This is an optimization exercise on Yosys and OpenROAD, whose aim is small area, not a production implementation. RTL that was checked went through simulation tests only; none was proved equivalent to the original. Only the layout flow was run in runs 5 to 7; the RTL was not checked for function there. Power and IR drop assume default switching activity.

$ cat design/flow/config.mk
export PLATFORM = sky130hd
export DESIGN_NAME = router_top
export DESIGN_NICKNAME = router_top
export VERILOG_FILES = /design/flow/design.v
export SDC_FILE = /design/flow/constraint.sdc
export NUM_CORES = 4
export LEC_CHECK = 0
export ABC_AREA = 1
export CAP_MARGIN = 20
export CORE_MARGIN = 2
export CORE_UTILIZATION = 40
export CTS_BUF_LIST = sky130_fd_sc_hd__clkbuf_16
export CTS_CLUSTER_DIAMETER = 80
export CTS_CLUSTER_SIZE = 25
export SETUP_SLACK_MARGIN = -0.9
export SLEW_MARGIN = 20
$ cat design/flow/constraint.sdc
create_clock -name core_clock -period 5.0 [get_ports {clock}]
set_input_delay 1.0000 -clock core_clock [delete_from_list [all_inputs] [get_ports {clock}]]
set_output_delay 1.0000 -clock core_clock [all_outputs]
set_load 0.01 [all_outputs]
$ cat design/flow/design.v
module fifo(clk, rst, sft_rst, wr_en, rd_en, data_in, data_out, full, empty);
  input clk, rst, sft_rst, wr_en, rd_en;
  input [7:0] data_in;
  output reg [7:0] data_out;
  output full, empty;
  reg [4:0] ptr;
  reg [7:0] mem [0:15];
  integer i;
  assign empty = ptr[4];
  assign full  = (ptr == 5'd15);
  wire clr = !rst || sft_rst;
  wire we = wr_en & ~full;
  wire re = rd_en & ~empty;
  always @(posedge clk) begin
    if (clr)
      ptr <= 5'd31;
    else if (we & ~re)
      ptr <= ptr + 5'd1;
    else if (re & ~we)
      ptr <= ptr - 5'd1;
  end
  always @(posedge clk)
    if (we) begin
      mem[0] <= data_in;
      for (i = 1; i < 16; i = i + 1)
        mem[i] <= mem[i-1];
    end
  wire [15:0] sel = clr ? 16'd0 : (16'd1 << ptr[3:0]);
  wire [7:0] rd_mux =
      (mem[0]  & {8{sel[0]}})  | (mem[1]  & {8{sel[1]}})  | (mem[2]  & {8{sel[2]}})  | (mem[3]  & {8{sel[3]}})  |
      (mem[4]  & {8{sel[4]}})  | (mem[5]  & {8{sel[5]}})  | (mem[6]  & {8{sel[6]}})  | (mem[7]  & {8{sel[7]}})  |
      (mem[8]  & {8{sel[8]}})  | (mem[9]  & {8{sel[9]}})  | (mem[10] & {8{sel[10]}}) | (mem[11] & {8{sel[11]}}) |
      (mem[12] & {8{sel[12]}}) | (mem[13] & {8{sel[13]}}) | (mem[14] & {8{sel[14]}}) | (mem[15] & {8{sel[15]}});
  always @(posedge clk)
    if (clr || re)
      data_out <= rd_mux;
endmodule
module fsm(clk, rst, pkt_valid, data_in, full_0, full_1, full_2, empty_0, empty_1, empty_2,
           soft_reset_0, soft_reset_1, soft_reset_2, busy, err, write_en, dout);
  input clk, rst, pkt_valid;
  input [7:0] data_in;
  input full_0, full_1, full_2, empty_0, empty_1, empty_2;
  input soft_reset_0, soft_reset_1, soft_reset_2;
  output busy;
  output reg err;
  output [2:0] write_en;
  output reg [7:0] dout;
  localparam DA  = 3'd0, LFD = 3'd1, LD  = 3'd2, FFS = 3'd3,
             LAF = 3'd4, LP  = 3'd5, CPE = 3'd6, WTE = 3'd7;
  reg [2:0] st, nst;
  reg [1:0] addr;
  reg [7:0] ffb, acc;
  reg parity_done, low_packet_valid;
  wire da  = (st == DA);
  wire lfd = (st == LFD);
  wire ld  = (st == LD);
  wire laf = (st == LAF);
  reg fifo_full, fifo_empty, sft;
  always @(*) begin
    case (addr)
      2'd0: begin fifo_full = full_0; fifo_empty = empty_0; sft = soft_reset_0; end
      2'd1: begin fifo_full = full_1; fifo_empty = empty_1; sft = soft_reset_1; end
      2'd2: begin fifo_full = full_2; fifo_empty = empty_2; sft = soft_reset_2; end
      default: begin fifo_full = 1'b0; fifo_empty = 1'b0; sft = 1'b0; end
    endcase
  end
  reg new_empty;
  always @(*) begin
    case (data_in[1:0])
      2'd0: new_empty = empty_0;
      2'd1: new_empty = empty_1;
      2'd2: new_empty = empty_2;
      default: new_empty = 1'b0;
    endcase
  end
  always @(*) begin
    case (st)
      DA:  nst = (pkt_valid && data_in[1:0] != 2'd3) ? (new_empty ? LFD : WTE) : DA;
      LFD: nst = LD;
      LD:  nst = fifo_full ? FFS : (!pkt_valid ? LP : LD);
      FFS: nst = fifo_full ? FFS : LAF;
      LAF: nst = low_packet_valid ? LP : LD;    
      LP:  nst = fifo_full ? LP : CPE;
      CPE: nst = fifo_full ? CPE : DA;
      default: nst = fifo_empty ? LFD : WTE;
    endcase
  end
  always @(posedge clk) begin
    if (!rst || sft)
      st <= DA;
    else
      st <= nst;
  end
  always @(posedge clk)
    if (da)
      addr <= data_in[1:0];
  assign busy = !(da || ld);
  wire wr = ld || laf || (st == LP);
  assign write_en = wr ? {addr == 2'd2, addr == 2'd1, addr == 2'd0} : 3'b000;
  always @(posedge clk) begin
    if (da || (ld && !fifo_full))
      dout <= data_in;
    else if (laf)
      dout <= ffb;
  end
  always @(posedge clk)
    if (ld && fifo_full)
      ffb <= data_in;
  always @(posedge clk) begin
    if (!rst || st == CPE)
      low_packet_valid <= 1'b0;
    else if (ld && !pkt_valid)
      low_packet_valid <= 1'b1;
  end
  wire par_ld  = ld && !pkt_valid && !fifo_full;
  wire par_laf = laf && low_packet_valid;
  always @(posedge clk) begin
    if (!rst || da)
      parity_done <= 1'b0;
    else if (par_ld || par_laf)
      parity_done <= 1'b1;
  end
  always @(posedge clk) begin
    if (da)
      acc <= data_in;
    else if (ld && !(fifo_full && pkt_valid && low_packet_valid))
      acc <= acc ^ data_in;
  end
  always @(posedge clk)
    err <= rst && parity_done && (acc != 8'd0);
endmodule
module router_synchronizer(clock, resetn, vld, rd, soft_reset);
  input clock, resetn, vld, rd;
  output soft_reset;
  reg [4:0] count;
  assign soft_reset = &count;
  always @(posedge clock) begin
    if (!resetn || soft_reset || !vld || rd)
      count <= 5'd0;
    else
      count <= count + 5'd1;
  end
endmodule
module router_top(clock,resetn,pkt_valid,read_enb_0,read_enb_1,read_enb_2,data_in,
                  busy,err,vld_out_0,vld_out_1,vld_out_2,data_out_0,data_out_1,data_out_2);
  input [7:0] data_in;
  input pkt_valid, clock, resetn, read_enb_0, read_enb_1, read_enb_2;
  output [7:0] data_out_0, data_out_1, data_out_2;
  output vld_out_0, vld_out_1, vld_out_2, err, busy;
  wire full_0, full_1, full_2, empty_0, empty_1, empty_2;
  wire soft_reset_0, soft_reset_1, soft_reset_2;
  wire [2:0] write_en;
  wire [7:0] d;
  fifo fifo_0(clock, resetn, soft_reset_0, write_en[0], read_enb_0, d, data_out_0, full_0, empty_0);
  fifo fifo_1(clock, resetn, soft_reset_1, write_en[1], read_enb_1, d, data_out_1, full_1, empty_1);
  fifo fifo_2(clock, resetn, soft_reset_2, write_en[2], read_enb_2, d, data_out_2, full_2, empty_2);
  assign vld_out_0 = !empty_0;
  assign vld_out_1 = !empty_1;
  assign vld_out_2 = !empty_2;
  router_synchronizer timeout_0(clock, resetn, vld_out_0, read_enb_0, soft_reset_0);
  router_synchronizer timeout_1(clock, resetn, vld_out_1, read_enb_1, soft_reset_1);
  router_synchronizer timeout_2(clock, resetn, vld_out_2, read_enb_2, soft_reset_2);
  fsm ctrl(clock, resetn, pkt_valid, data_in, full_0, full_1, full_2, empty_0, empty_1, empty_2,
           soft_reset_0, soft_reset_1, soft_reset_2, busy, err, write_en, d);
endmodule
$ cat design/flow/run.sh
#!/bin/bash
# synth_recipe.tcl (not shown) runs the flow's synth.tcl, then flattens the netlist and writes it again
# the make line also repeats each setting of config.mk as NAME=value (left out here)
make -C /OpenROAD-flow-scripts/flow DESIGN_CONFIG=/design/flow/config.mk WORK_HOME=/design/flow/orfs CLKGATE_MAP_FILE= SYNTH_SCRIPT=/design/flow/synth_recipe.tcl finish
==> results_dict.tcl, run 1 <==
set metrics [dict create \
    p_seq_share_pct 60.5 \
    cts.sinks 470 \
    cts_tree "done" \
    pwr-share-comb_pct 16.1 \
    clock_skew_ps 19.5 \
    unrepaired_setup_endpoints_after_global_routing "false" \
    synthTopCellsByArea "sky130_fd_sc_hd__edfxtp_1 (70%), sky130_fd_sc_hd__nand2_1 (8.5%), sky130_fd_sc_hd__dfxtp_1 (3.9%), sky130_fd_sc_hd__nand3_1 (2.3%), sky130_fd_sc_hd__nor2_1 (1.9%)" \
    post-route-drc-count 0 \
    yosys_warnings 4 \
    pin_count_of_the_biggest_net_entering_global_routing 92 \
    grt_pass1_vias 10346 \
    yosys.area.top_type "sky130_fd_sc_hd__edfxtp_1" \
    placement_stage_worst_setup_slack_ps 1800 \
    switching_share_pct 28.5 \
    antenna_found_initial 0 \
    worst_path_largest_cell_delay_ps 500 \
    slowest_stage "sky130_fd_sc_hd__buf_4" \
    grt_pass1_wl_mm 59.7 \
    cell_internal_pwr_mw 6.29 \
    crit_path_end_kind "flip-flop" \
    status "finished clean" \
    synth-async-reset-ratio_pct 0 \
    path_clk_slew_ps 100 \
    synth.most_common_cell "sky130_fd_sc_hd__edfxtp_1" \
    critical-path-top-cell-by-count "sky130_fd_sc_hd__nand2_1" \
    postCtsSetupRepairBufs 0 \
    synth_cell_area_sq_mm 0.0186 \
    start_util_pct 40.7 \
    met3_grt_util_pct 2.18 \
    synth_cell_type_count 41 \
    route.detailed.wl_per_inst_um 18.2 \
    final.period_utilization_pct 64.7 \
    ys_seq_area_share_pct 74.1 \
    port_buffers 42 \
    finalWirelength_mm 38.2 \
    synthCells 1408 \
    std_cell_rows 78 \
    min_path_type "flip-flop to flip-flop" \
    timing.slew.headroom_pct 29.4 \
    synth.ff_latch_count 470 \
    critPathLaunchType "flip-flop" \
    ys_top_cells_by_count "sky130_fd_sc_hd__edfxtp_1 (434), sky130_fd_sc_hd__nand2_1 (418), sky130_fd_sc_hd__nor2_1 (94)" \
    cts.root.buffer_cell "sky130_fd_sc_hd__clkbuf_16" \
    clkPwrFrac_pct 23.4 \
    tritoncts_buffer_count 23 \
    final_replace_weighted_congestion 0.804 \
    finish.net_count 1513 \
    critPathMaxFanout 44 \
    postRouteAntennaNets 0 \
    most_used_routing_layer "met2" \
    crit_path_required_time_ps 5500 \
    met1_usage_pct 23.3 \
    tightestPinTransition_ps 1060 \
    report.final.hold_viol_count 0 \
    cp_num_buf_inv 4 \
    core-area_sq_mm 0.0456 \
    floorplan.die_area_sq_mm 0.0481 \
    post_drt_via_cell_ratio 5.09 \
    post_route_cells_drive_above_1_share_pct 7.36 \
    globalRoute.totalOverflow 0 \
    worst_ir_drop_vdd_uv 303 \
    fillerInstances 4069 \
    met2_usage_pct 25.2 \
    finalWorstSetupSlack_ps 1760 \
    power.leakage_nw 6.97 \
    postSynthAreaPerCell_sq_um 13.2 \
    detailedRoute.firstIterationViolations 1102 \
    dp_hpwl_mm 25.0 \
    min_period_ps 3240 \
    power.net_switching_mw 2.51 \
    post_cts_hold_buffer_count 0 \
    grtUsageTotal_pct 16.0 \
    timing.final.setup_violations 0 \
    criticalPathCategory "flip-flop to flip-flop" \
    crit_arrival_ps 3730 \
    synth_enable_flop_cells 434 \
    power_density_mw_per_mm2 430 \
    dr.pass1.iters 7 \
    diode_insertion_count_for_antenna_repair 0 \
    critical_path.top_delay_family "buffers and inverters" \
    totalNegativeSetupSlack_ps 0 \
    i_o_pin_total 43 \
    post_route_hold_slack_ps 440 \
    die_height_um 219 \
    crit_path_cell_trace "inv_1 -> nand2_1 -> nor2_1 -> inv_1 -> nand2_1 -> a21oi_1 -> a211oi_4 -> buf_4 -> ha_1 -> inv_1 -> fa_1 -> nand2_1 -> nand2_1 -> a21oi_1 -> xor2_1 -> nand2_1 -> o211ai_1" \
    clk_path_buf_depth 3 \
    synthFlopType "sky130_fd_sc_hd__edfxtp_1" \
    number_of_violations_of_the_max_capacitance_limit 0 \
    synth_top_area_share_pct 70.3 \
    horizontal_die_dimension_um 219 \
    dr_total_vias 10664 \
    max_clock_freq_mhz 309 \
    flow.area_growth_from_synthesis_pct 10.3 \
    clock_latency_ps 560 \
    timing_max_transition_violations_final 0 \
    cts_max_level 1 \
    syn-num-nets 1443 \
    cts_resized 0 \
]
==> power groups by stage <==
| stage | Clock [mW] | Combinational [mW] | Sequential (mW) |
|---|---|---|---|
| floorplan | 0 | 0.915 | 5.33 |
| global placement | 0 | 1.39 | 5.41 |
| detailed placement | 0 | 1.43 | 5.42 |
| CTS | 2.13 | 1.43 | 5.33 |
| global route | 2.27 | 1.58 | 5.38 |
| finish | 2.06 | 1.42 | 5.32 |
==> registers in the layout, indices dropped and copies added, names as in the netlist, 8 cells and up <==
register	count
ctrl.acc	8
ctrl.dout	8
ctrl.ffb	8
fifo_0.data_out	8
fifo_0.mem	128
fifo_1.data_out	8
fifo_1.mem	128
fifo_2.data_out	8
fifo_2.mem	128
==> cells in the final DEF (no fill, tap or decap), types with 5 or more instances in the layout <==
cell                              synthesis  layout
sky130_fd_sc_hd__o2bb2ai_1                5       5
sky130_fd_sc_hd__inv_1                   81      94
sky130_fd_sc_hd__a211oi_1                16      13
sky130_fd_sc_hd__xor2_1                  19      19
sky130_fd_sc_hd__o21ai_0                 10      10
sky130_fd_sc_hd__edfxtp_1               434     434
sky130_fd_sc_hd__nor2_2                  24      24
sky130_fd_sc_hd__o21ai_1                  8       8
sky130_fd_sc_hd__a22o_1                  13      13
sky130_fd_sc_hd__nand2_1                418     418
sky130_fd_sc_hd__nand3_1                 87      87
sky130_fd_sc_hd__nor3_1                   5       5
sky130_fd_sc_hd__a21oi_1                 13      13
sky130_fd_sc_hd__nand4_1                 46      46
sky130_fd_sc_hd__nor2_1                  94      94
sky130_fd_sc_hd__o211ai_1                 8       8
sky130_fd_sc_hd__ha_1                    18      18
sky130_fd_sc_hd__dfxtp_1                 36      36
sky130_fd_sc_hd__inv_2                    4       5
sky130_fd_sc_hd__nor2_4                  23      23
sky130_fd_sc_hd__clkbuf_16                0      23
sky130_fd_sc_hd__clkdlybuf4s50_1          0      42
==> kinds of logic (layout without fill, tap and decap cells) <==
| family | after synthesis | count (layout) | share of synthesized area (%) |
|---|---|---|---|
| xor+xnor | 19 | 19 | 0.897 |
| flops | 470 | 470 | 74.1 |
| buf+inv | 89 | 176 | 1.87 |
| compound gates | 84 | 84 | 3.11 |
| simple gates | 725 | 725 | 18.5 |
| fa+ha+maj | 21 | 21 | 1.54 |
==> per-stage QoR <==
stage	util [%]	area (sq um)	instances	total power, mW
after CTS	44.9	20500	2095	8.90
after detailed placement	43.4	19800	2053	6.84
after floorplan	-	18600	1408	6.25
after global routing	44.9	20500	2095	9.22
final	44.9	20500	2095	8.80
after global placement	43.4	19800	2053	6.81
==> path summary, 6_finish.rpt <==
path	depth (start not counted)	start	slack (ps)	to
setup / recovery	17	ctrl.st[0]	1760	fifo_1.ptr[4]
hold / removal	0	fifo_2.mem[3][2]	440	fifo_2.mem[4][2]
setup reg to reg	17	ctrl.st[0]	1760	fifo_1.ptr[4]
hold reg to reg	0	fifo_2.mem[3][2]	440	fifo_2.mem[4][2]
==> per-layer routing <==
metal / share of wire, % / wire length, um
met5: 0 / 0
met4: 2.3 / 896
met3: 5.3 / 2010
met2: 46 / 17500
met1: 47 / 17800
==> area by class of cell <==
type	instances	area, sq um	share of cell area (%)
multi-input combinational	849	4490	21.9
timing repair buffer	48	473	2.31
clock inverter	19	98.8	0.483
tap	600	751	3.67
clock buffer	23	576	2.81
sequential	470	13800	67.2
inverter	86	325	1.59
==> inputs of run 2 (changes only) <==
--- a/design/flow/config.mk
+++ b/design/flow/config.mk
@@ -12,5 +12,4 @@
 export CTS_BUF_LIST = sky130_fd_sc_hd__clkbuf_16
 export CTS_CLUSTER_DIAMETER = 80
 export CTS_CLUSTER_SIZE = 25
-export SETUP_SLACK_MARGIN = -0.9
 export SLEW_MARGIN = 20
==> run 2 against run 1 <==
Against the previous run: via count increased by 0.67%; hold slack better by 5.7 ps; die area unchanged; count of clock-buffer cells in the layout grew 2; clock power up 9%; power grew 2.4%; final cell count increased by 0.14%; synthesized cell count unchanged; non-clock buffer count unchanged; design area grew 0.75%.
==> results_dict.tcl, run 2 <==
set metrics [dict create \
    cell_internal_pwr_mw 6.40 \
    r2r-start "ctrl.st[1]" \
    report.final.hold_viol_count 0 \
    cp-startpoint "ctrl.st[1]" \
    power.net_switching_mw 2.61 \
    cts_max_level 1 \
    clkPwrFrac_pct 24.9 \
    synth_enable_flop_cells 434 \
    tightestPinTransition_ps 1060 \
    post_route_cells_drive_above_1_share_pct 8.81 \
    cts.root.buffer_cell "sky130_fd_sc_hd__clkbuf_16" \
    cts_resized 0 \
    start_util_pct 40.7 \
    synthTopCellsByArea "sky130_fd_sc_hd__edfxtp_1 (70%), sky130_fd_sc_hd__nand2_1 (8.5%), sky130_fd_sc_hd__dfxtp_1 (3.9%), sky130_fd_sc_hd__nand3_1 (2.3%), sky130_fd_sc_hd__nor2_1 (1.9%)" \
    clock_skew_ps 34.7 \
    yosys_warnings 4 \
    totalNegativeSetupSlack_ps 0 \
    synth_cell_type_count 41 \
    max_clock_freq_mhz 319 \
    postSynthAreaPerCell_sq_um 13.2 \
    port_buffers 42 \
    finalWirelength_mm 39.0 \
    synth-async-reset-ratio_pct 0 \
    layout_common_cells "sky130_fd_sc_hd__edfxtp_1 (434), sky130_fd_sc_hd__nand2_1 (416), sky130_fd_sc_hd__nor2_1 (93)" \
    route.detailed.wl_per_inst_um 18.6 \
    die_height_um 219 \
    post_drt_via_cell_ratio 5.12 \
    grt_pass1_vias 10409 \
    pwr-share-comb_pct 16.0 \
    cts_tree "done" \
    timing.slew.headroom_pct 29.4 \
    synth.most_common_cell "sky130_fd_sc_hd__edfxtp_1" \
    unrepaired_setup_endpoints_after_global_routing "false" \
    antenna_found_initial 0 \
    flow.area_growth_from_synthesis_pct 11.1 \
    crit_path_required_time_ps 5480 \
    postCtsSetupRepairBufs 0 \
    grt_pass1_wl_mm 60.6 \
    status "finished clean" \
    post-route-drc-count 0 \
    timing.final.setup_violations 0 \
    floorplan.die_area_sq_mm 0.0481 \
    clock_latency_ps 580 \
    yosys.area.top_type "sky130_fd_sc_hd__edfxtp_1" \
    dr.pass1.iters 5 \
    globalRoute.totalOverflow 0 \
    synthCells 1408 \
    finish.net_count 1515 \
    critPathLaunchType "flip-flop" \
    timing.reg2reg.worst_path_depth 16 \
    pin_count_of_the_biggest_net_entering_global_routing 90 \
    final.period_utilization_pct 62.7 \
    critPathMaxFanout 55 \
    rr_endpoint "fifo_2.ptr[4]" \
    synth_cell_area_sq_mm 0.0186 \
    most_frequent_standard_cell_in_the_layout_excluding_fill_and_tap_cells "sky130_fd_sc_hd__edfxtp_1" \
    worst_ir_drop_vdd_uv 253 \
    synth.ff_latch_count 470 \
    min_path_type "flip-flop to flip-flop" \
    crit_path_end_kind "flip-flop" \
    switching_share_pct 29.0 \
    power.leakage_nw 7.02 \
    final_replace_weighted_congestion 0.808 \
    placed_area_sq_mm 0.0198 \
    dr_total_vias 10735 \
    post-route-util_pct 45.2 \
    fillerInstances 4061 \
    ys_seq_area_share_pct 74.1 \
    std_cell_rows 78 \
    synth_top_area_share_pct 70.3 \
    ys_top_cells_by_count "sky130_fd_sc_hd__edfxtp_1 (434), sky130_fd_sc_hd__nand2_1 (418), sky130_fd_sc_hd__nor2_1 (94)" \
    grtUsageTotal_pct 16.4 \
    final_design_area_no_fill_sq_mm 0.0206 \
    post_cts_hold_buffer_count 0 \
    path_clk_slew_ps 100 \
    p_seq_share_pct 59.1 \
    horizontal_die_dimension_um 219 \
    i_o_pin_total 43 \
    core-area_sq_mm 0.0456 \
    detailedRoute.firstIterationViolations 1016 \
    number_of_violations_of_the_max_capacitance_limit 0 \
    criticalPathCategory "flip-flop to flip-flop" \
    crit_arrival_ps 3620 \
    tritoncts_buffer_count 25 \
    power_density_mw_per_mm2 437 \
    min_period_ps 3140 \
    timing_max_transition_violations_final 0 \
    dp_hpwl_mm 25.8 \
    cts.sinks 470 \
    postRouteAntennaNets 0 \
    clk_path_buf_depth 3 \
    diode_insertion_count_for_antenna_repair 0 \
    biggestRegsByFlops "fifo_0.mem: 128 flops, fifo_1.mem: 128 flops, fifo_2.mem: 128 flops" \
    crit_end "fifo_2.ptr[4]" \
    synthFlopType "sky130_fd_sc_hd__edfxtp_1" \
    syn-num-nets 1443 \
    rrSetupSlack_ps 1860 \
]
run 2: cell counts after synthesis:
Identical to the previous run, type by type.
run 2: final cells by class:
| cell class | instances | area, sq um | share of cell area (%) |
|---|---|---|---|
| Clock buffer | 25 | 626 | 3.03 |
| Clock inverter | 20 | 145 | 0.704 |
| Inverter | 86 | 325 | 1.58 |
| Multi-Input combinational cell | 849 | 4550 | 22.1 |
| Sequential cell | 470 | 13800 | 66.7 |
| Tap cell | 600 | 751 | 3.64 |
| Timing Repair Buffer | 48 | 469 | 2.28 |
run 2: metrics by stage:
| stage | cells | total power, mW | hold slack, ps | setup WS, ps |
|---|---|---|---|---|
| floorplan | 1408 | 6.26 | 413 | -671 |
| global placement | 2053 | 6.84 | 429 | 1940 |
| detailed placement | 2053 | 6.87 | 432 | 1880 |
| CTS | 2098 | 9.10 | 447 | 1860 |
| global route | 2098 | 9.44 | 449 | 1640 |
| finish | 2098 | 9.01 | 446 | 1860 |
run 2: kinds of logic after synthesis:
family	Yosys count	share of synthesized area, %
buffers and inverters	89	1.87
AO/OA/AOI/OAI	84	3.11
XOR/XNOR	19	0.897
AND/OR/NAND/NOR	725	18.5
adder cells (fa/ha/maj)	21	1.54
flip-flops	470	74.1
run 2: per-layer routing:
layer / vias to the layer above / wire length, um / track usage (%)
met5: - / 0 / 0
met4: 0 / 835 / 4.59
met3: 52 / 2100 / 2.13
met2: 310 / 18000 / 25.8
met1: 5244 / 18100 / 23.9
li1: 5129 / - / -
run 2: worst min-delay path by stage:
| stage | from | endpoint | slack (ps) | depth (start not counted) |
|---|---|---|---|---|
| after detailed placement | fifo_2.mem[3][3] | fifo_2.mem[4][3] | 430 | 0 |
| after floorplan | ctrl.parity_done | ctrl.err | 410 | 2 |
| after CTS | fifo_0.mem[4][0] | fifo_0.mem[5][0] | 450 | 0 |
| after global routing | fifo_0.mem[10][1] | fifo_0.mem[11][1] | 450 | 0 |
| after global placement | fifo_2.mem[1][2] | fifo_2.mem[2][2] | 430 | 0 |
| final | fifo_0.mem[10][1] | fifo_0.mem[11][1] | 450 | 0 |
run 2: power by group through the flow:
stage / Combinational, mW / Clock, mW / Sequential [mW]
3_5_place_dp: 1.45 / 0 / 5.42
6_report: 1.44 / 2.24 / 5.33
4_1_cts: 1.45 / 2.31 / 5.34
2_1_floorplan: 0.956 / 0 / 5.31
5_1_grt: 1.60 / 2.45 / 5.39
3_3_place_gp: 1.42 / 0 / 5.41
run 2: critical path: stages, from the launching register on:
cell	delay [ps]
sky130_fd_sc_hd__dfxtp_1	400
sky130_fd_sc_hd__nand2_2	80
sky130_fd_sc_hd__nor2_2	160
sky130_fd_sc_hd__inv_1	90
sky130_fd_sc_hd__nand2_2	100
sky130_fd_sc_hd__a21oi_4	70
sky130_fd_sc_hd__a211oi_4	210
sky130_fd_sc_hd__buf_4	590
sky130_fd_sc_hd__ha_1	330
sky130_fd_sc_hd__inv_2	90
sky130_fd_sc_hd__fa_2	350
sky130_fd_sc_hd__nand2_1	100
sky130_fd_sc_hd__nand2_1	70
sky130_fd_sc_hd__a21oi_2	130
sky130_fd_sc_hd__xor2_1	170
sky130_fd_sc_hd__nand2_1	60
sky130_fd_sc_hd__o211ai_1	80
==> inputs of run 3 (changes only) <==
--- a/design/flow/config.mk
+++ b/design/flow/config.mk
@@ -11,5 +11,6 @@
 export CORE_UTILIZATION = 40
 export CTS_BUF_LIST = sky130_fd_sc_hd__clkbuf_16
 export CTS_CLUSTER_DIAMETER = 80
-export CTS_CLUSTER_SIZE = 25
+export CTS_CLUSTER_SIZE = 30
+export SETUP_SLACK_MARGIN = -0.9
 export SLEW_MARGIN = 20
==> run 3 against run 2 <==
Against the previous run: still clean; sequential share of layout area grew 0.62 points; synthesized cell count unchanged; wire length decreased by 1.7%; area after synthesis stayed put; global-route usage shrank 0.41 points; design area fell by 0.93%; non-clock buffer count stayed put; largest cell class unchanged; largest power group unchanged.
==> results_dict.tcl, run 3 <==
set metrics [dict create \
    synth.area.mux_share_pct 0 \
    dr.pass1.iters 5 \
    pwr-share-comb_pct 16.2 \
    postRouteAntennaNets 0 \
    i_o_pin_total 43 \
    synth-xor-area-share_pct 0.897 \
    post_drt_via_cell_ratio 5.13 \
    status "finished clean" \
    crit_arrival_ps 3730 \
    rr_endpoint "fifo_1.ptr[4]" \
    floorplan.die_area_sq_mm 0.0481 \
    yosys_warnings 4 \
    dr_total_vias 10690 \
    unrepaired_setup_endpoints_after_global_routing "false" \
    min_path_type "flip-flop to flip-flop" \
    cts_max_level 1 \
    clock_latency_ps 560 \
    post-route-util_pct 44.8 \
    max_clock_freq_mhz 308 \
    syn-num-nets 1443 \
    critical_path.top_delay_family "buffers and inverters" \
    switching_share_pct 28.8 \
    slowest_stage "sky130_fd_sc_hd__buf_4" \
    p_seq_share_pct 60.9 \
    synth_top_area_share_pct 70.3 \
    core-area_sq_mm 0.0456 \
    finish.cell_count_without_fillers 2083 \
    critPathLaunchType "flip-flop" \
    yosys.area.top_type "sky130_fd_sc_hd__edfxtp_1" \
    synth.ff_latch_count 470 \
    report.final.hold_viol_count 0 \
    criticalPathCategory "flip-flop to flip-flop" \
    worst_path_largest_cell_delay_ps 500 \
    layout_common_cells "sky130_fd_sc_hd__edfxtp_1 (434), sky130_fd_sc_hd__nand2_1 (418), sky130_fd_sc_hd__nor2_1 (94)" \
    flow.area_growth_from_synthesis_pct 10.1 \
    path_clk_slew_ps 110 \
    crit_path_required_time_ps 5480 \
    post_route_hold_slack_ps 440 \
    grtUsageTotal_pct 16.0 \
    post_route_cells_drive_above_1_share_pct 7.28 \
    crit_path_cell_trace "inv_1 -> nand2_1 -> nor2_1 -> inv_1 -> nand2_1 -> a21oi_1 -> a211oi_4 -> buf_4 -> ha_1 -> inv_1 -> fa_1 -> nand2_1 -> nand2_1 -> a21oi_1 -> xor2_1 -> nand2_1 -> o211ai_1" \
    synthCells 1408 \
    synth_enable_flop_cells 434 \
    synth_cell_area_sq_mm 0.0186 \
    cp_num_buf_inv 4 \
    synth_compound_gate_area_share_pct 3.11 \
    synthFlopType "sky130_fd_sc_hd__edfxtp_1" \
    pin_count_of_the_biggest_net_entering_global_routing 92 \
    critPathMaxFanout 44 \
    diode_insertion_count_for_antenna_repair 0 \
    synth_adder_area_share_pct 1.54 \
    tightestPinTransition_ps 1060 \
    crit_end "fifo_1.ptr[4]" \
    critical-path-top-cell-by-count "sky130_fd_sc_hd__nand2_1" \
    cts_resized 0 \
    synth_cell_type_count 41 \
    synth-async-reset-ratio_pct 0 \
    rrSetupSlack_ps 1760 \
    globalRoute.totalOverflow 0 \
    totalNegativeSetupSlack_ps 0 \
    crit_path_end_kind "flip-flop" \
    cp-startpoint "ctrl.st[0]" \
    cts_tree "done" \
    port_buffers 42 \
    final_replace_weighted_congestion 0.804 \
    timing_max_transition_violations_final 0 \
    power.leakage_nw 6.91 \
    post_cts_hold_buffer_count 0 \
    timing.slew.headroom_pct 29.0 \
    start_util_pct 40.7 \
    finish.net_count 1511 \
    clk_path_buf_depth 3 \
    route.detailed.wl_per_inst_um 18.4 \
    dp_hpwl_mm 25.0 \
    timing.reg2reg.worst_path_depth 17 \
    synthTopCellsByArea "sky130_fd_sc_hd__edfxtp_1 (70%), sky130_fd_sc_hd__nand2_1 (8.5%), sky130_fd_sc_hd__dfxtp_1 (3.9%), sky130_fd_sc_hd__nand3_1 (2.3%), sky130_fd_sc_hd__nor2_1 (1.9%)" \
    final.period_utilization_pct 64.9 \
    number_of_violations_of_the_max_capacitance_limit 0 \
    synth.most_common_cell "sky130_fd_sc_hd__edfxtp_1" \
    min_period_ps 3240 \
    cell_internal_pwr_mw 6.23 \
    r2r-start "ctrl.st[0]" \
    grt_pass1_wl_mm 59.6 \
    horizontal_die_dimension_um 219 \
    postSynthAreaPerCell_sq_um 13.2 \
    postCtsSetupRepairBufs 0 \
    clock_skew_ps 37.0 \
    die_height_um 219 \
    cts.sinks 470 \
    dp_cells 2053 \
    ys_top_cells_by_count "sky130_fd_sc_hd__edfxtp_1 (434), sky130_fd_sc_hd__nand2_1 (418), sky130_fd_sc_hd__nor2_1 (94)" \
    critical_path_cell_count 17 \
    ys_seq_area_share_pct 74.1 \
    power_density_mw_per_mm2 428 \
    antenna_found_initial 0 \
    simple_gate_share_of_the_synthesized_area_pct 18.5 \
    tritoncts_buffer_count 21 \
    biggestRegsByFlops "fifo_0.mem: 128 flops, fifo_1.mem: 128 flops, fifo_2.mem: 128 flops" \
    clkPwrFrac_pct 22.9 \
    worst_ir_drop_vdd_uv 318 \
    timing.final.setup_violations 0 \
    finalWirelength_mm 38.3 \
    synth_top_family_by_area "simple AND/OR/NAND/NOR gates" \
    power.net_switching_mw 2.51 \
    most_frequent_standard_cell_in_the_layout_excluding_fill_and_tap_cells "sky130_fd_sc_hd__edfxtp_1" \
    detailedRoute.firstIterationViolations 1066 \
    post-route-drc-count 0 \
    std_cell_rows 78 \
    cts.root.buffer_cell "sky130_fd_sc_hd__clkbuf_16" \
    grt_pass1_vias 10361 \
]
run 3: cell counts after synthesis:
Identical to the previous run, type by type.
run 3: layout make-up:
cell class	count	area, sq um
clock buffers	21	526
clock inverters	9	109
fillers	4057	25200
inverters	86	325
multi-input cells	849	4490
flip-flops and latches	470	13800
well taps	600	751
repair buffers	48	473
run 3: metal layers:
layer / track usage, % / wire, um / vias up
met1: 23.1 / 17600 / 5202
met4: 4.59 / 958 / 0
met2: 25.4 / 17700 / 328
met3: 2.00 / 2060 / 52
li1: - / - / 5108
met5: 0 / 0 / -
run 3: kinds of logic after synthesis:
| logic type | after synthesis |
|---|---|
| buf+inv | 89 |
| flops | 470 |
| simple gates | 725 |
| xor+xnor | 19 |
| fa+ha+maj | 21 |
| compound gates | 84 |
run 3: worst min-delay path by stage:
stage                                 from          endpoint  slack [ps]  depth (start not counted)
after floorplan           ctrl.parity_done          ctrl.err         410                          2
after CTS                 fifo_2.mem[4][0]  fifo_2.mem[5][0]         440                          0
final                     fifo_2.mem[4][0]  fifo_2.mem[5][0]         440                          0
after global placement    fifo_2.mem[7][0]  fifo_2.mem[8][0]         430                          0
after global routing      fifo_2.mem[6][0]  fifo_2.mem[7][0]         450                          0
after detailed placement  fifo_2.mem[3][0]  fifo_2.mem[4][0]         430                          0
run 3: metrics by stage:
stage / setup slack (ps) / area [sq um] / total power [mW]
after floorplan: -2810 / 18600 / 6.25
after global placement: 1870 / 19800 / 6.81
after detailed placement: 1800 / 19800 / 6.84
after CTS: 1790 / 20400 / 8.84
after global routing: 1430 / 20400 / 9.16
final: 1760 / 20400 / 8.74
run 3: power groups by stage:
stage          logic, mW  clock network, mW  registers (mW)
6_report            1.42               2.00            5.32
5_1_grt             1.58               2.20            5.38
3_5_place_dp        1.43                  0            5.42
3_3_place_gp        1.39                  0            5.41
2_1_floorplan      0.915                  0            5.33
4_1_cts             1.43               2.08            5.33
==> inputs of run 4 (changes only) <==
--- a/design/flow/config.mk
+++ b/design/flow/config.mk
@@ -10,7 +10,6 @@
 export CORE_MARGIN = 2
 export CORE_UTILIZATION = 40
 export CTS_BUF_LIST = sky130_fd_sc_hd__clkbuf_16
-export CTS_CLUSTER_DIAMETER = 80
-export CTS_CLUSTER_SIZE = 30
-export SETUP_SLACK_MARGIN = -0.9
+export CTS_CLUSTER_DIAMETER = 60
+export CTS_CLUSTER_SIZE = 32
 export SLEW_MARGIN = 20
==> run 4 against run 3 <==
Against the previous run: setup slack improved by 100 ps; register-to-register slack improved by 100 ps; die area unchanged; still clean on timing, DRC and antenna; non-clock buffer count unchanged.
==> results_dict.tcl, run 4 <==
set metrics [dict create \
    ys_seq_area_share_pct 74.1 \
    timing.final.setup_violations 0 \
    min_path_type "flip-flop to flip-flop" \
    start_util_pct 40.7 \
    diode_insertion_count_for_antenna_repair 0 \
    r2r-start "ctrl.st[1]" \
    final.period_utilization_pct 62.8 \
    cts_max_level 1 \
    path_clk_slew_ps 100 \
    synth.ff_latch_count 470 \
    core-area_sq_mm 0.0456 \
    highest-signal-layer "met4" \
    die_height_um 219 \
    cp-startpoint "ctrl.st[1]" \
    tightestPinTransition_ps 1060 \
    port_buffers 42 \
    layout_common_cells "sky130_fd_sc_hd__edfxtp_1 (434), sky130_fd_sc_hd__nand2_1 (416), sky130_fd_sc_hd__nor2_1 (93)" \
    cts.root.buffer_cell "sky130_fd_sc_hd__clkbuf_16" \
    critical-path-top-cell-by-count "sky130_fd_sc_hd__nand2_1" \
    dr.pass1.iters 5 \
    worst_ir_drop_vdd_uv 435 \
    synth_compound_gate_area_share_pct 3.11 \
    synth.area.mux_share_pct 0 \
    clock_skew_ps 33.6 \
    pwr-share-comb_pct 15.1 \
    cts.sinks 470 \
    switching_share_pct 29.1 \
    tritoncts_buffer_count 31 \
    min_period_ps 3140 \
    synth_adder_area_share_pct 1.54 \
    hold_path.startpoint "fifo_0.mem[9][5]" \
    post_route_cells_drive_above_1_share_pct 10.3 \
    crit_path_end_kind "flip-flop" \
    cts_tree "done" \
    yosys.area.top_type "sky130_fd_sc_hd__edfxtp_1" \
    cell_internal_pwr_mw 6.77 \
    post-route-drc-count 0 \
    dr_total_vias 10816 \
    synth_top_area_share_pct 70.3 \
    max_clock_freq_mhz 318 \
    detailroute.wirelength.met3_mm 2.25 \
    grt_pass1_vias 10455 \
    antenna_found_initial 0 \
    grt_pass1_wl_mm 60.9 \
    final_replace_weighted_congestion 0.808 \
    worst_path_largest_cell_delay_ps 590 \
    cp_num_buf_inv 3 \
    critPathLaunchType "flip-flop" \
    final_design_area_no_fill_sq_mm 0.0209 \
    horizontal_die_dimension_um 219 \
    std_cell_rows 78 \
    crit_path_cell_trace "nand2_2 -> nor2_2 -> inv_1 -> nand2_2 -> a21oi_4 -> a211oi_4 -> buf_4 -> ha_1 -> inv_2 -> fa_2 -> nand2_1 -> nand2_1 -> a21oi_2 -> xor2_1 -> nand2_1 -> o211ai_1" \
    finish.net_count 1521 \
    detailedRoute.firstIterationViolations 1019 \
    synth-async-reset-ratio_pct 0 \
    postCtsSetupRepairBufs 0 \
    clock_latency_ps 610 \
    biggestRegsByFlops "fifo_0.mem: 128 flops, fifo_1.mem: 128 flops, fifo_2.mem: 128 flops" \
    syn-num-nets 1443 \
    totalNegativeSetupSlack_ps 0 \
    synth_cell_area_sq_mm 0.0186 \
    synth_cell_type_count 41 \
    synthCells 1408 \
    postSynthAreaPerCell_sq_um 13.2 \
    cts_resized 0 \
    number_of_violations_of_the_max_capacitance_limit 0 \
    status "finished clean" \
    route.detailed.wl_per_inst_um 18.5 \
    globalRoute.totalOverflow 0 \
    i_o_pin_total 43 \
    postRouteAntennaNets 0 \
    synth-xor-area-share_pct 0.897 \
    yosys_warnings 4 \
    synthFlopType "sky130_fd_sc_hd__edfxtp_1" \
    power.net_switching_mw 2.78 \
    p_seq_share_pct 55.8 \
    criticalPathCategory "flip-flop to flip-flop" \
    clk_path_buf_depth 3 \
    timing.slew.headroom_pct 29.3 \
    ys_top_cells_by_count "sky130_fd_sc_hd__edfxtp_1 (434), sky130_fd_sc_hd__nand2_1 (418), sky130_fd_sc_hd__nor2_1 (94)" \
    route.met2.wl_mm 18.0 \
    placed_area_sq_mm 0.0198 \
    most_frequent_standard_cell_in_the_layout_excluding_fill_and_tap_cells "sky130_fd_sc_hd__edfxtp_1" \
    synth_top_family_by_area "simple AND/OR/NAND/NOR gates" \
    synth.most_common_cell "sky130_fd_sc_hd__edfxtp_1" \
    critPathMaxFanout 55 \
    synth_enable_flop_cells 434 \
    met1Wirelength_mm 17.9 \
    grtUsageTotal_pct 16.4 \
    report.final.hold_viol_count 0 \
    crit_arrival_ps 3660 \
    clkPwrFrac_pct 29.2 \
    simple_gate_share_of_the_synthesized_area_pct 18.5 \
    flow.area_growth_from_synthesis_pct 12.9 \
    synthTopCellsByArea "sky130_fd_sc_hd__edfxtp_1 (70%), sky130_fd_sc_hd__nand2_1 (8.5%), sky130_fd_sc_hd__dfxtp_1 (3.9%), sky130_fd_sc_hd__nand3_1 (2.3%), sky130_fd_sc_hd__nor2_1 (1.9%)" \
    critical_path.top_delay_family "buffers and inverters" \
    slowest_stage "sky130_fd_sc_hd__buf_4" \
    power_density_mw_per_mm2 456 \
    timing_max_transition_violations_final 0 \
    finalWirelength_mm 39.0 \
    power.leakage_nw 7.14 \
    unrepaired_setup_endpoints_after_global_routing "false" \
    crit_path_required_time_ps 5520 \
    pin_count_of_the_biggest_net_entering_global_routing 90 \
    floorplan.die_area_sq_mm 0.0481 \
    post_drt_via_cell_ratio 5.12 \
    post_cts_hold_buffer_count 0 \
    dp_hpwl_mm 25.8 \
]
## run 4: changes by cell type in the layout (fill, tap and decap cells not counted), sizes merged
| cell | change |
|---|---|
| clkinv | +2 |
| bufinv | +2 |
| clkbuf | +10 |
| inv | +12 |
| clkinvlp | +2 |
## run 4: cells by family after synthesis
logic type,count (synthesis)
compound gates,84
xor+xnor,19
fa+ha+maj,21
buf+inv,89
flops,470
simple gates,725
## run 4: path summary, 6_finish.rpt
kind	endpoint	slack (ps)	depth (start not counted)
hold / removal	fifo_0.mem[10][5]	440	0
hold reg to reg	fifo_0.mem[10][5]	440	0
setup reg to reg	fifo_2.ptr[4]	1860	16
setup / recovery	fifo_2.ptr[4]	1860	16
## run 4: area by class of cell
cell class | instances | area [sq um]
fillers | 4033 | 24600
flip-flops and latches | 470 | 13800
multi-input cells | 849 | 4550
repair buffers | 48 | 469
clock inverters | 27 | 318
clock buffers | 31 | 776
well taps | 600 | 751
inverters | 86 | 325
## run 4: routing by layer
| layer | track usage, % | vias up |
|---|---|---|
| met5 | 0 | - |
| met1 | 23.9 | 5299 |
| met3 | 2.27 | 60 |
| li1 | - | 5158 |
| met4 | 4.57 | 0 |
| met2 | 25.8 | 299 |
## run 4: stage by stage
step	worst slack, ps	hold WS [ps]	cells	util [%]	total power, mW
floorplan	-671	413	1408	-	6.26
global placement	1940	429	2053	43.5	6.84
detailed placement	1880	432	2053	43.5	6.87
CTS	1850	443	2111	45.9	9.65
global route	1650	449	2111	45.9	10.0
finish	1860	439	2111	45.9	9.55
## run 4: worst register-to-register path: stages (launching register included)
cell,delay (ps)
sky130_fd_sc_hd__dfxtp_1,410
sky130_fd_sc_hd__nand2_2,80
sky130_fd_sc_hd__nor2_2,160
sky130_fd_sc_hd__inv_1,90
sky130_fd_sc_hd__nand2_2,100
sky130_fd_sc_hd__a21oi_4,70
sky130_fd_sc_hd__a211oi_4,210
sky130_fd_sc_hd__buf_4,590
sky130_fd_sc_hd__ha_1,330
sky130_fd_sc_hd__inv_2,90
sky130_fd_sc_hd__fa_2,350
sky130_fd_sc_hd__nand2_1,100
sky130_fd_sc_hd__nand2_1,70
sky130_fd_sc_hd__a21oi_2,130
sky130_fd_sc_hd__xor2_1,170
sky130_fd_sc_hd__nand2_1,60
sky130_fd_sc_hd__o211ai_1,80
## run 4: power by group through the flow
stage / Clock (mW) / Sequential [mW] / Combinational [mW]
finish: 2.78 / 5.33 / 1.44
global route: 3.01 / 5.39 / 1.60
CTS: 2.86 / 5.34 / 1.46
detailed placement: 0 / 5.42 / 1.45
global placement: 0 / 5.41 / 1.42
floorplan: 0 / 5.31 / 0.956
==> inputs of run 5 (changes only) <==
--- a/design/flow/design.v
+++ b/design/flow/design.v
@@ -8,11 +8,10 @@
   integer i;
   assign empty = ptr[4];
   assign full  = (ptr == 5'd15);
-  wire clr = !rst || sft_rst;
   wire we = wr_en & ~full;
   wire re = rd_en & ~empty;
   always @(posedge clk) begin
-    if (clr)
+    if (!rst || sft_rst)
       ptr <= 5'd31;
     else if (we & ~re)
       ptr <= ptr + 5'd1;
@@ -25,15 +24,12 @@
       for (i = 1; i < 16; i = i + 1)
         mem[i] <= mem[i-1];
     end
-  wire [15:0] sel = clr ? 16'd0 : (16'd1 << ptr[3:0]);
-  wire [7:0] rd_mux =
-      (mem[0]  & {8{sel[0]}})  | (mem[1]  & {8{sel[1]}})  | (mem[2]  & {8{sel[2]}})  | (mem[3]  & {8{sel[3]}})  |
-      (mem[4]  & {8{sel[4]}})  | (mem[5]  & {8{sel[5]}})  | (mem[6]  & {8{sel[6]}})  | (mem[7]  & {8{sel[7]}})  |
-      (mem[8]  & {8{sel[8]}})  | (mem[9]  & {8{sel[9]}})  | (mem[10] & {8{sel[10]}}) | (mem[11] & {8{sel[11]}}) |
-      (mem[12] & {8{sel[12]}}) | (mem[13] & {8{sel[13]}}) | (mem[14] & {8{sel[14]}}) | (mem[15] & {8{sel[15]}});
-  always @(posedge clk)
-    if (clr || re)
-      data_out <= rd_mux;
+  always @(posedge clk) begin
+    if (!rst || sft_rst)
+      data_out <= 8'd0;
+    else if (re)
+      data_out <= mem[ptr[3:0]];
+  end
 endmodule
 module fsm(clk, rst, pkt_valid, data_in, full_0, full_1, full_2, empty_0, empty_1, empty_2,
            soft_reset_0, soft_reset_1, soft_reset_2, busy, err, write_en, dout);
@@ -79,7 +75,7 @@
       LFD: nst = LD;
       LD:  nst = fifo_full ? FFS : (!pkt_valid ? LP : LD);
       FFS: nst = fifo_full ? FFS : LAF;
-      LAF: nst = low_packet_valid ? LP : LD;    
+      LAF: nst = parity_done ? DA : (low_packet_valid ? LP : LD);
       LP:  nst = fifo_full ? LP : CPE;
       CPE: nst = fifo_full ? CPE : DA;
       default: nst = fifo_empty ? LFD : WTE;
@@ -113,7 +109,7 @@
       low_packet_valid <= 1'b1;
   end
   wire par_ld  = ld && !pkt_valid && !fifo_full;
-  wire par_laf = laf && low_packet_valid;
+  wire par_laf = laf && !parity_done && low_packet_valid;
   always @(posedge clk) begin
     if (!rst || da)
       parity_done <= 1'b0;
@@ -123,8 +119,10 @@
   always @(posedge clk) begin
     if (da)
       acc <= data_in;
-    else if (ld && !(fifo_full && pkt_valid && low_packet_valid))
+    else if (ld && (pkt_valid || !fifo_full))
       acc <= acc ^ data_in;
+    else if (par_laf)
+      acc <= acc ^ ffb;
   end
   always @(posedge clk)
     err <= rst && parity_done && (acc != 8'd0);
==> design/flow/config.mk (replaced) <==
export PLATFORM = sky130hd
export DESIGN_NAME = router_top
export DESIGN_NICKNAME = router_top
export VERILOG_FILES = /design/flow/design.v
export SDC_FILE = /design/flow/constraint.sdc
export NUM_CORES = 4
export LEC_CHECK = 0
export CAP_MARGIN = 20
export CORE_MARGIN = 2
export CORE_UTILIZATION = 40
export SLEW_MARGIN = 20
==> run 5 against run 4 <==
Against the previous run: still clean on timing, DRC and antenna; maximum frequency decreased by 4.7%; combinational power increased by 28%; die area increased by 4.6%; clock skew decreased by 14 ps; clock power increased by 22%; sequential power decreased by 0.8%; highest routed layer is now met5.
==> results_dict.tcl, run 5 <==
set metrics [dict create \
    timing.reg2reg.worst_path_depth 5 \
    r2r-start "ctrl.st[1]" \
    crit_path_end_kind "flip-flop" \
    critPathMaxFanout 80 \
    post-route-drc-count 0 \
    final_design_area_no_fill_sq_mm 0.0221 \
    cts.root.buffer_cell "sky130_fd_sc_hd__clkbuf_16" \
    horizontal_die_dimension_um 224 \
    postRouteAntennaNets 0 \
    ys_seq_area_share_pct 69.6 \
    postSynthAreaPerCell_sq_um 14.1 \
    finalWorstSetupSlack_ps 1700 \
    synth_top_area_share_pct 63.4 \
    yosys_warnings 4 \
    i_o_pin_total 43 \
    unrepaired_setup_endpoints_after_global_routing "false" \
    fillerInstances 4222 \
    biggestRegsByFlops "fifo_0.mem: 128 flops, fifo_1.mem: 128 flops, fifo_2.mem: 128 flops" \
    die_height_um 224 \
    post_drt_via_cell_ratio 5.77 \
    power.leakage_nw 7.58 \
    synthCells 1377 \
    route.detailed.wl_per_inst_um 21.6 \
    clock_latency_ps 580 \
    simple_gate_share_of_the_synthesized_area_pct 9.26 \
    worst_ir_drop_vdd_uv 343 \
    critical_path_cell_count 5 \
    path_clk_slew_ps 60 \
    power_density_mw_per_mm2 478 \
    pin_count_of_the_biggest_net_entering_global_routing 90 \
    finalWirelength_mm 44.6 \
    final_replace_weighted_congestion 0.807 \
    synth.most_common_cell "sky130_fd_sc_hd__edfxtp_1" \
    placed_area_sq_mm 0.0206 \
    grt_pass1_wl_mm 69.4 \
    grt_pass1_vias 11848 \
    synth_top_family_by_area "compound AO/OA/AOI/OAI gates" \
    dr.pass1.iters 5 \
    syn-num-nets 1412 \
    layout_common_cells "sky130_fd_sc_hd__edfxtp_1 (410), sky130_fd_sc_hd__nand2_1 (78), sky130_fd_sc_hd__a21oi_1 (71)" \
    detailedRoute.firstIterationViolations 1209 \
    synth_cell_area_sq_mm 0.0194 \
    timing_max_transition_violations_final 0 \
    grtUsageTotal_pct 17.8 \
    min_path_type "flip-flop to flip-flop" \
    criticalPathCategory "flip-flop to flip-flop" \
    antenna_found_initial 1 \
    synth_adder_area_share_pct 1.47 \
    post_cts_hold_buffer_count 0 \
    std_cell_rows 80 \
    core-area_sq_mm 0.0478 \
    final.period_utilization_pct 65.9 \
    floorplan.die_area_sq_mm 0.0503 \
    port_buffers 42 \
    crit_path_required_time_ps 5190 \
    cp_num_buf_inv 2 \
    tightestPinTransition_ps 1110 \
    yosys.area.top_type "sky130_fd_sc_hd__edfxtp_1" \
    dp_hpwl_mm 27.9 \
    status "finished clean" \
    post_route_hold_slack_ps 441 \
    synth_compound_gate_area_share_pct 11.9 \
    crit_end "fifo_2.mem[15][1]" \
    start_util_pct 40.6 \
    min_period_ps 3300 \
    diode_insertion_count_for_antenna_repair 0 \
    timing.slew.headroom_pct 26.2 \
    clock_skew_ps 20.1 \
    critical-path-top-cell-by-count "sky130_fd_sc_hd__buf_4" \
    synth.ff_latch_count 470 \
    max_clock_freq_mhz 303 \
    globalRoute.totalOverflow 0 \
    hold_path.startpoint "fifo_2.mem[0][5]" \
    cts.sinks 470 \
    synth.area.mux_share_pct 4.70 \
    placement_stage_worst_setup_slack_ps 1210 \
    crit_path_cell_trace "nor3b_4 -> nor2_4 -> nor4bb_4 -> buf_4 -> buf_4" \
    critPathLaunchType "flip-flop" \
    rrSetupSlack_ps 1700 \
    synthTopCellsByArea "sky130_fd_sc_hd__edfxtp_1 (63%), sky130_fd_sc_hd__dfxtp_1 (6.2%), sky130_fd_sc_hd__mux2i_1 (2.8%), sky130_fd_sc_hd__a21oi_1 (1.9%), sky130_fd_sc_hd__o21ai_0 (1.5%)" \
    cts_tree "done" \
    ys_top_cells_by_count "sky130_fd_sc_hd__edfxtp_1 (410), sky130_fd_sc_hd__nand2_1 (78), sky130_fd_sc_hd__a21oi_1 (74)" \
    most_frequent_standard_cell_in_the_layout_excluding_fill_and_tap_cells "sky130_fd_sc_hd__edfxtp_1" \
    flow.area_growth_from_synthesis_pct 13.7 \
    cts_resized 0 \
    clk_path_buf_depth 3 \
    totalNegativeSetupSlack_ps 0 \
    report.final.hold_viol_count 0 \
    synth_enable_flop_cells 410 \
    number_of_violations_of_the_max_capacitance_limit 0 \
    worst_path_largest_cell_delay_ps 870 \
    cts_max_level 2 \
    critical_path.top_delay_family "buffers and inverters" \
    synth-async-reset-ratio_pct 0 \
    post_route_cells_drive_above_1_share_pct 9.83 \
    synth-xor-area-share_pct 0.812 \
    crit_arrival_ps 3490 \
    timing.final.setup_violations 0 \
    synth_cell_type_count 82 \
    cp-startpoint "ctrl.st[1]" \
    finish.net_count 1449 \
    tritoncts_buffer_count 48 \
    postCtsSetupRepairBufs 0 \
    dr_total_vias 11928 \
    rr_endpoint "fifo_2.mem[15][1]" \
    slowest_stage "sky130_fd_sc_hd__buf_4" \
    synthFlopType "sky130_fd_sc_hd__edfxtp_1" \
]
[run 5: worst min path at each step]
stage               slack, ps  cells after the start                end
global placement          420                      0   fifo_1.mem[4][7]
CTS                       440                      0  fifo_0.mem[12][2]
finish                    440                      0   fifo_2.mem[1][5]
floorplan                 420                      0   fifo_0.mem[5][7]
detailed placement        430                      0   fifo_2.mem[1][7]
global route              450                      0  fifo_0.mem[12][2]
[run 5: cells by family (layout without fill, tap and decap cells)]
| group | count (synthesis) | count (layout) |
|---|---|---|
| buffers and inverters | 100 | 177 |
| XOR/XNOR | 18 | 18 |
| AND/OR/NAND/NOR | 351 | 351 |
| AO/OA/AOI/OAI | 333 | 333 |
| flip-flops | 470 | 470 |
| multiplexers | 84 | 84 |
| adder cells (fa/ha/maj) | 21 | 21 |
[run 5: stage by stage]
step	total power [mW]	util, %	std cells
after detailed placement	7.20	43.0	1978
after global placement	7.16	43.0	1978
after global routing	11.0	46.1	2069
after floorplan	6.62	-	1377
final	10.5	46.1	2069
after CTS	10.6	46.1	2068
[run 5: where the power goes]
group / switching, mW / internal, mW / leakage [nW]
clock network: 1.49 / 1.91 / 0.713
registers: 0.346 / 4.94 / 4.22
logic: 1.19 / 0.660 / 2.64
[run 5: layer usage]
layer	wire, um	vias up	global-route usage, %
met4	993	2	5.70
met3	2800	75	2.55
li1	-	5460	-
met2	20400	414	27.5
met5	12	-	0
met1	20400	5977	25.9
[run 5: final cells by class]
| type | instances | area [sq um] | area share [%] |
|---|---|---|---|
| Clock buffer | 66 | 1320 | 5.98 |
| Clock inverter | 24 | 160 | 0.726 |
| Inverter | 24 | 90.1 | 0.408 |
| Multi-Input combinational cell | 807 | 5620 | 25.5 |
| Sequential cell | 470 | 13500 | 61.2 |
| Tap cell | 615 | 769 | 3.49 |
| Timing Repair Buffer | 63 | 589 | 2.67 |
[run 5: worst register-to-register path: stages (launching register included)]
cell and delay (ps):
sky130_fd_sc_hd__dfxtp_1 640, sky130_fd_sc_hd__nor3b_4 370, sky130_fd_sc_hd__nor2_4 110, sky130_fd_sc_hd__nor4bb_4 300, sky130_fd_sc_hd__buf_4 550, sky130_fd_sc_hd__buf_4 900
==> inputs of run 6 (changes only) <==
--- a/design/flow/design.v
+++ b/design/flow/design.v
@@ -6,6 +6,12 @@
   reg [4:0] ptr;
   reg [7:0] mem [0:15];
   integer i;
+  reg [7:0] rd_mux;
+  always @(*) begin
+    rd_mux = 8'd0;
+    for (i = 0; i < 16; i = i + 1)
+      rd_mux = rd_mux | (mem[i] & {8{ptr[3:0] == i}});
+  end
   assign empty = ptr[4];
   assign full  = (ptr == 5'd15);
   wire we = wr_en & ~full;
@@ -28,7 +34,7 @@
     if (!rst || sft_rst)
       data_out <= 8'd0;
     else if (re)
-      data_out <= mem[ptr[3:0]];
+      data_out <= rd_mux;
   end
 endmodule
 module fsm(clk, rst, pkt_valid, data_in, full_0, full_1, full_2, empty_0, empty_1, empty_2,
--- a/design/flow/config.mk
+++ b/design/flow/config.mk
@@ -5,7 +5,9 @@
 export SDC_FILE = /design/flow/constraint.sdc
 export NUM_CORES = 4
 export LEC_CHECK = 0
+export ABC_AREA = 1
 export CAP_MARGIN = 20
 export CORE_MARGIN = 2
 export CORE_UTILIZATION = 40
+export CTS_BUF_LIST = sky130_fd_sc_hd__clkbuf_2 sky130_fd_sc_hd__clkbuf_8
 export SLEW_MARGIN = 20
==> run 6 against run 5 <==
Against the previous run: still clean on timing, DRC and antenna; sequential power down 9.1%; wire length fell by 2.0%; sequential share of layout area grew 1.8 points; clock skew increased by 12 ps; first-iteration DRC count shrank 0.41%; setup slack worse by 140 ps; largest cell class unchanged; highest routed layer is now met4.
==> results_dict.tcl, run 6 <==
set metrics [dict create \
    status "finished clean" \
    dr.pass1.iters 5 \
    post-route-drc-count 0 \
    finish.net_count 1651 \
    horizontal_die_dimension_um 219 \
    synth_cell_area_sq_mm 0.0186 \
    worst_path_largest_cell_delay_ps 950 \
    crit_arrival_ps 3670 \
    antenna_found_initial 0 \
    cts.root.buffer_cell "sky130_fd_sc_hd__clkbuf_8" \
    crit_path_required_time_ps 5240 \
    syn-num-nets 1524 \
    diode_insertion_count_for_antenna_repair 0 \
    post_drt_via_cell_ratio 5.26 \
    route.detailed.wl_per_inst_um 19.2 \
    pin_count_of_the_biggest_net_entering_global_routing 89 \
    min_period_ps 3440 \
    synthCells 1489 \
    cts_max_level 3 \
    most_frequent_standard_cell_in_the_layout_excluding_fill_and_tap_cells "sky130_fd_sc_hd__edfxtp_1" \
    cts_tree "done" \
    synth_top_area_share_pct 66.3 \
    critPathMaxFanout 87 \
    criticalPathCategory "flip-flop to flip-flop" \
    cts_resized 0 \
    synthTopCellsByArea "sky130_fd_sc_hd__edfxtp_1 (66%), sky130_fd_sc_hd__nand2_1 (7.5%), sky130_fd_sc_hd__dfxtp_1 (6.5%), sky130_fd_sc_hd__nor2_1 (3.0%), sky130_fd_sc_hd__a22o_1 (2.5%)" \
    dp_hpwl_mm 27.3 \
    crit_path_cell_trace "inv_2 -> nand2_2 -> nor2_4 -> inv_2 -> nand2_2 -> nor2_4 -> a2111oi_4 -> buf_4 -> buf_4" \
    power.leakage_nw 7.74 \
    min_path_type "flip-flop to flip-flop" \
    clock_skew_ps 31.8 \
    rrSetupSlack_ps 1560 \
    path_clk_slew_ps 60 \
    critical_path.top_delay_family "buffers and inverters" \
    die_height_um 219 \
    dr_total_vias 11972 \
    ys_top_cells_by_count "sky130_fd_sc_hd__edfxtp_1 (410), sky130_fd_sc_hd__nand2_1 (371), sky130_fd_sc_hd__nor2_1 (146)" \
    start_util_pct 40.7 \
    synth-async-reset-ratio_pct 0 \
    fin_total_pwr_mw 8.96 \
    tightestPinTransition_ps 1210 \
    timing_max_transition_violations_final 0 \
    critPathLaunchType "flip-flop" \
    grt_pass1_wl_mm 68.0 \
    final_replace_weighted_congestion 0.816 \
    ys_seq_area_share_pct 72.8 \
    port_buffers 42 \
    cts.sinks 470 \
    postCtsSetupRepairBufs 0 \
    timing.final.setup_violations 0 \
    flow.area_growth_from_synthesis_pct 15.5 \
    synth.ff_latch_count 470 \
    postRouteAntennaNets 0 \
    i_o_pin_total 43 \
    grt_pass1_vias 12026 \
    worst_ir_drop_vdd_uv 178 \
    globalRoute.totalOverflow 0 \
    report.final.hold_viol_count 0 \
    timing.slew.headroom_pct 19.3 \
    tritoncts_buffer_count 79 \
    clk_path_buf_depth 3 \
    finalWorstSetupSlack_ps 1560 \
    detailedRoute.firstIterationViolations 1204 \
    yosys_warnings 4 \
    post_route_cells_drive_above_1_share_pct 12.0 \
    std_cell_rows 78 \
    synthFlopType "sky130_fd_sc_hd__edfxtp_1" \
    slowest_stage "sky130_fd_sc_hd__buf_4" \
    finalWirelength_mm 43.7 \
    synth.most_common_cell "sky130_fd_sc_hd__edfxtp_1" \
    layout_common_cells "sky130_fd_sc_hd__edfxtp_1 (410), sky130_fd_sc_hd__nand2_1 (369), sky130_fd_sc_hd__nor2_1 (144)" \
    max_clock_freq_mhz 291 \
    synth_cell_type_count 47 \
    biggestRegsByFlops "fifo_0.mem: 128 flops, fifo_1.mem: 128 flops, fifo_2.mem: 128 flops" \
    core-area_sq_mm 0.0456 \
    postSynthAreaPerCell_sq_um 12.5 \
    clock_latency_ps 640 \
    floorplan.die_area_sq_mm 0.0482 \
    yosys.area.top_type "sky130_fd_sc_hd__edfxtp_1" \
    number_of_violations_of_the_max_capacitance_limit 0 \
    crit_path_end_kind "flip-flop" \
    unrepaired_setup_endpoints_after_global_routing "false" \
    power_density_mw_per_mm2 418 \
    placement_stage_worst_setup_slack_ps 1590 \
    cp_num_buf_inv 4 \
    grtUsageTotal_pct 18.6 \
    post_cts_hold_buffer_count 0 \
    final.period_utilization_pct 68.7 \
    synth_enable_flop_cells 410 \
]
==> run 6: cell types whose count changed in the layout (fill, tap and decap cells not counted), moves of 30 or more <==
cell / before / now
sky130_fd_sc_hd__nand3_1: 45 / 82
sky130_fd_sc_hd__clkbuf_8: 3 / 86
sky130_fd_sc_hd__clkbuf_2: 0 / 30
sky130_fd_sc_hd__a22o_1: 23 / 53
sky130_fd_sc_hd__nor2_1: 68 / 144
sky130_fd_sc_hd__inv_1: 19 / 103
sky130_fd_sc_hd__clkbuf_16: 49 / 0
sky130_fd_sc_hd__mux2i_1: 54 / 0
sky130_fd_sc_hd__nor2b_1: 35 / 1
sky130_fd_sc_hd__a21oi_1: 71 / 41
sky130_fd_sc_hd__nand2_1: 78 / 369
==> run 6: routing by layer <==
metal  vias to the layer above  track usage (%)  routed length (um)
met1                      5916             25.8               19400
met2                       392             28.7               20200
met3                        84             3.62                2860
met5                         -                0                   0
li1                       5580                -                   -
met4                         0             7.91                1280
==> run 6: kinds of logic after synthesis <==
group	count (synthesis)	synth area share, %
adders and majority gates	21	1.54
DFF	470	72.8
and+or+nand+nor	692	16.4
buffers and inverters	122	2.54
xor gates and xnor gates	1	0.0472
AOI/OAI and AO/OA	183	6.66
==> run 6: power by group <==
group | total [mW] | leakage [nW] | switching (mW) | internal, mW
logic | 0.826 | 2.71 | 0.572 | 0.254
clock network | 3.32 | 0.821 | 1.52 | 1.80
registers | 4.81 | 4.22 | 0.197 | 4.61
total | 8.96 | 7.74 | 2.29 | 6.67
==> run 6: final timing paths <==
| kind | startpoint | endpoint | depth (start not counted) |
|---|---|---|---|
| worst min register to register | fifo_1.mem[1][4] | fifo_1.mem[2][4] | 0 |
| worst max-delay path | ctrl.st[0] | fifo_1.mem[14][4] | 9 |
| worst min-delay path | fifo_1.mem[1][4] | fifo_1.mem[2][4] | 0 |
| worst max register to register | ctrl.st[0] | fifo_1.mem[14][4] | 9 |
==> run 6: layout make-up <==
type	instances	area [sq um]
fillers	4085	24100
flip-flops and latches	470	13500
multi-input cells	897	4710
clock buffers	116	1330
well taps	600	751
repair buffers	55	534
inverters	113	429
clock inverters	25	168
==> run 6: stage by stage <==
stage	area, sq um	TNS, ps	hold slack (ps)	util (%)	std cells
after detailed placement	19900	0	432	43.7	2134
after global placement	19900	0	427	43.7	2133
after CTS	21400	0	441	47.0	2275
after floorplan	18700	-92180	418	-	1489
after global routing	21400	0	444	47.0	2276
final	21400	0	436	47.0	2276
==> inputs of run 7 (changes only) <==
--- a/design/flow/config.mk
+++ b/design/flow/config.mk
@@ -9,5 +9,6 @@
 export CAP_MARGIN = 20
 export CORE_MARGIN = 2
 export CORE_UTILIZATION = 40
-export CTS_BUF_LIST = sky130_fd_sc_hd__clkbuf_2 sky130_fd_sc_hd__clkbuf_8
+export CTS_BUF_LIST = sky130_fd_sc_hd__clkbuf_4
+export CTS_CLUSTER_SIZE = 30
 export SLEW_MARGIN = 20
==> run 7 against run 6 <==
Against the previous run: still clean on timing, DRC and antenna; wire length increased by 0.47%; count of clock-buffer cells in the layout rose by 81; sequential share of layout area decreased by 0.22 points; sequential power barely moved; non-clock buffer count shrank 1; clock power hardly changed; first-iteration DRC count is 3.4% lower; critical path type unchanged.
==> results_dict.tcl, run 7 <==
set metrics [dict create \
    status "finished clean" \
    power_density_mw_per_mm2 417 \
    i_o_pin_total 43 \
    synth.ff_latch_count 470 \
    crit_path_required_time_ps 5450 \
    cts.root.buffer_cell "sky130_fd_sc_hd__clkbuf_4" \
    route.met2.wl_mm 20.1 \
    crit_path_cell_trace "inv_2 -> nand2_2 -> nor2_4 -> inv_2 -> nand2_2 -> nor2_4 -> a2111oi_4 -> buf_4 -> buf_4" \
    totalNegativeSetupSlack_ps 0 \
    clock_skew_ps 41.3 \
    synth-async-reset-ratio_pct 0 \
    synthTopCellsByArea "sky130_fd_sc_hd__edfxtp_1 (66%), sky130_fd_sc_hd__nand2_1 (7.5%), sky130_fd_sc_hd__dfxtp_1 (6.5%), sky130_fd_sc_hd__nor2_1 (3.0%), sky130_fd_sc_hd__a22o_1 (2.5%)" \
    cts.sinks 470 \
    crit_arrival_ps 3870 \
    timing_max_transition_violations_final 0 \
    start_util_pct 40.7 \
    timing.final.setup_violations 0 \
    tightestPinTransition_ps 1170 \
    critPathLaunchType "flip-flop" \
    grt_pass1_vias 12373 \
    synthCells 1489 \
    highest-signal-layer "met4" \
    clock_latency_ps 840 \
    yosys.area.top_type "sky130_fd_sc_hd__edfxtp_1" \
    port_buffers 42 \
    route.detailed.wl_per_inst_um 18.6 \
    timing.slew.headroom_pct 21.4 \
    synthFlopType "sky130_fd_sc_hd__edfxtp_1" \
    cts_tree "done" \
    finish.net_count 1690 \
    cp_num_buf_inv 4 \
    std_cell_rows 78 \
    finalWirelength_mm 43.9 \
    criticalPathCategory "flip-flop to flip-flop" \
    postRouteAntennaNets 0 \
    synth_enable_flop_cells 410 \
    cts_max_level 3 \
    power.leakage_nw 7.88 \
    detailroute.wirelength.met3_mm 3.09 \
    final.period_utilization_pct 68.3 \
    unrepaired_setup_endpoints_after_global_routing "false" \
    flow.area_growth_from_synthesis_pct 15.9 \
    path_clk_slew_ps 70 \
    clk_path_buf_depth 3 \
    die_height_um 219 \
    globalRoute.totalOverflow 0 \
    cts_resized 0 \
    core-area_sq_mm 0.0456 \
    postSynthAreaPerCell_sq_um 12.5 \
]
[run 7: worst register-to-register path, cell delays in order (launching register included)]
cell and delay, ps:
sky130_fd_sc_hd__dfxtp_2 340, sky130_fd_sc_hd__inv_2 90, sky130_fd_sc_hd__nand2_2 80, sky130_fd_sc_hd__nor2_4 390
sky130_fd_sc_hd__inv_2 110, sky130_fd_sc_hd__nand2_2 110, sky130_fd_sc_hd__nor2_4 60, sky130_fd_sc_hd__a2111oi_4 360
sky130_fd_sc_hd__buf_4 530, sky130_fd_sc_hd__buf_4 950
[run 7: worst paths after layout]
kind / cells after the start / endpoint / startpoint / slack, ps
worst max-delay path: 9 / fifo_1.mem[14][3] / ctrl.st[0] / 1580
worst min-delay path: 0 / fifo_0.mem[14][7] / fifo_0.mem[13][7] / 430
worst max register to register: 9 / fifo_1.mem[14][3] / ctrl.st[0] / 1580
worst min register to register: 0 / fifo_0.mem[14][7] / fifo_0.mem[13][7] / 430
[run 7: stage by stage]
| stage | worst slack [ps] | instances | area [sq um] | utilization [%] |
|---|---|---|---|---|
| after floorplan | -1880 | 1489 | 18700 | - |
| after global placement | 1610 | 2133 | 19900 | 43.7 |
| after detailed placement | 1590 | 2134 | 19900 | 43.7 |
| after CTS | 1590 | 2359 | 21500 | 47.2 |
| after global routing | 1380 | 2360 | 21500 | 47.2 |
| final | 1580 | 2360 | 21500 | 47.2 |
[run 7: routing by layer]
layer	GRT usage (%)	up-vias
met5	0	-
met4	8.90	0
met3	4.02	92
met2	28.6	457
met1	25.4	5891
li1	-	5745
[run 7: layout make-up]
class	count	area, sq um
Fill cell	4162	24100
Sequential cell	470	13500
Multi-Input combinational cell	897	4710
Clock buffer	197	1480
Tap cell	600	751
Timing Repair Buffer	54	518
Inverter	113	429
Clock inverter	28	111
Antenna cell	1	2.50
[run 7: logic make-up (layout without fill, tap and decap cells)]
kind of cell	count (synthesis)	after routing	synth area share, %
DFF	470	470	72.8
xor gates and xnor gates	1	1	0.0472
adders and majority gates	21	21	1.54
and+or+nand+nor	692	692	16.4
AOI/OAI and AO/OA	183	183	6.66
other	0	1	0
buffers and inverters	122	392	2.54
[run 7: where the power goes]
part	total [mW]	internal [mW]	switching, mW
sequential	4.81	4.61	0.197
clock	3.33	1.77	1.56
combinational	0.824	0.252	0.572
total	8.97	6.63	2.33

Check on run 7: ideal ports give 1.583 ns setup slack; a clkbuf_16 on the clock port and buf_2 on the inputs give 1.583 ns; moving port delays by the midpoint clock arrival (0.873 ns) as well gives 1.553 ns.
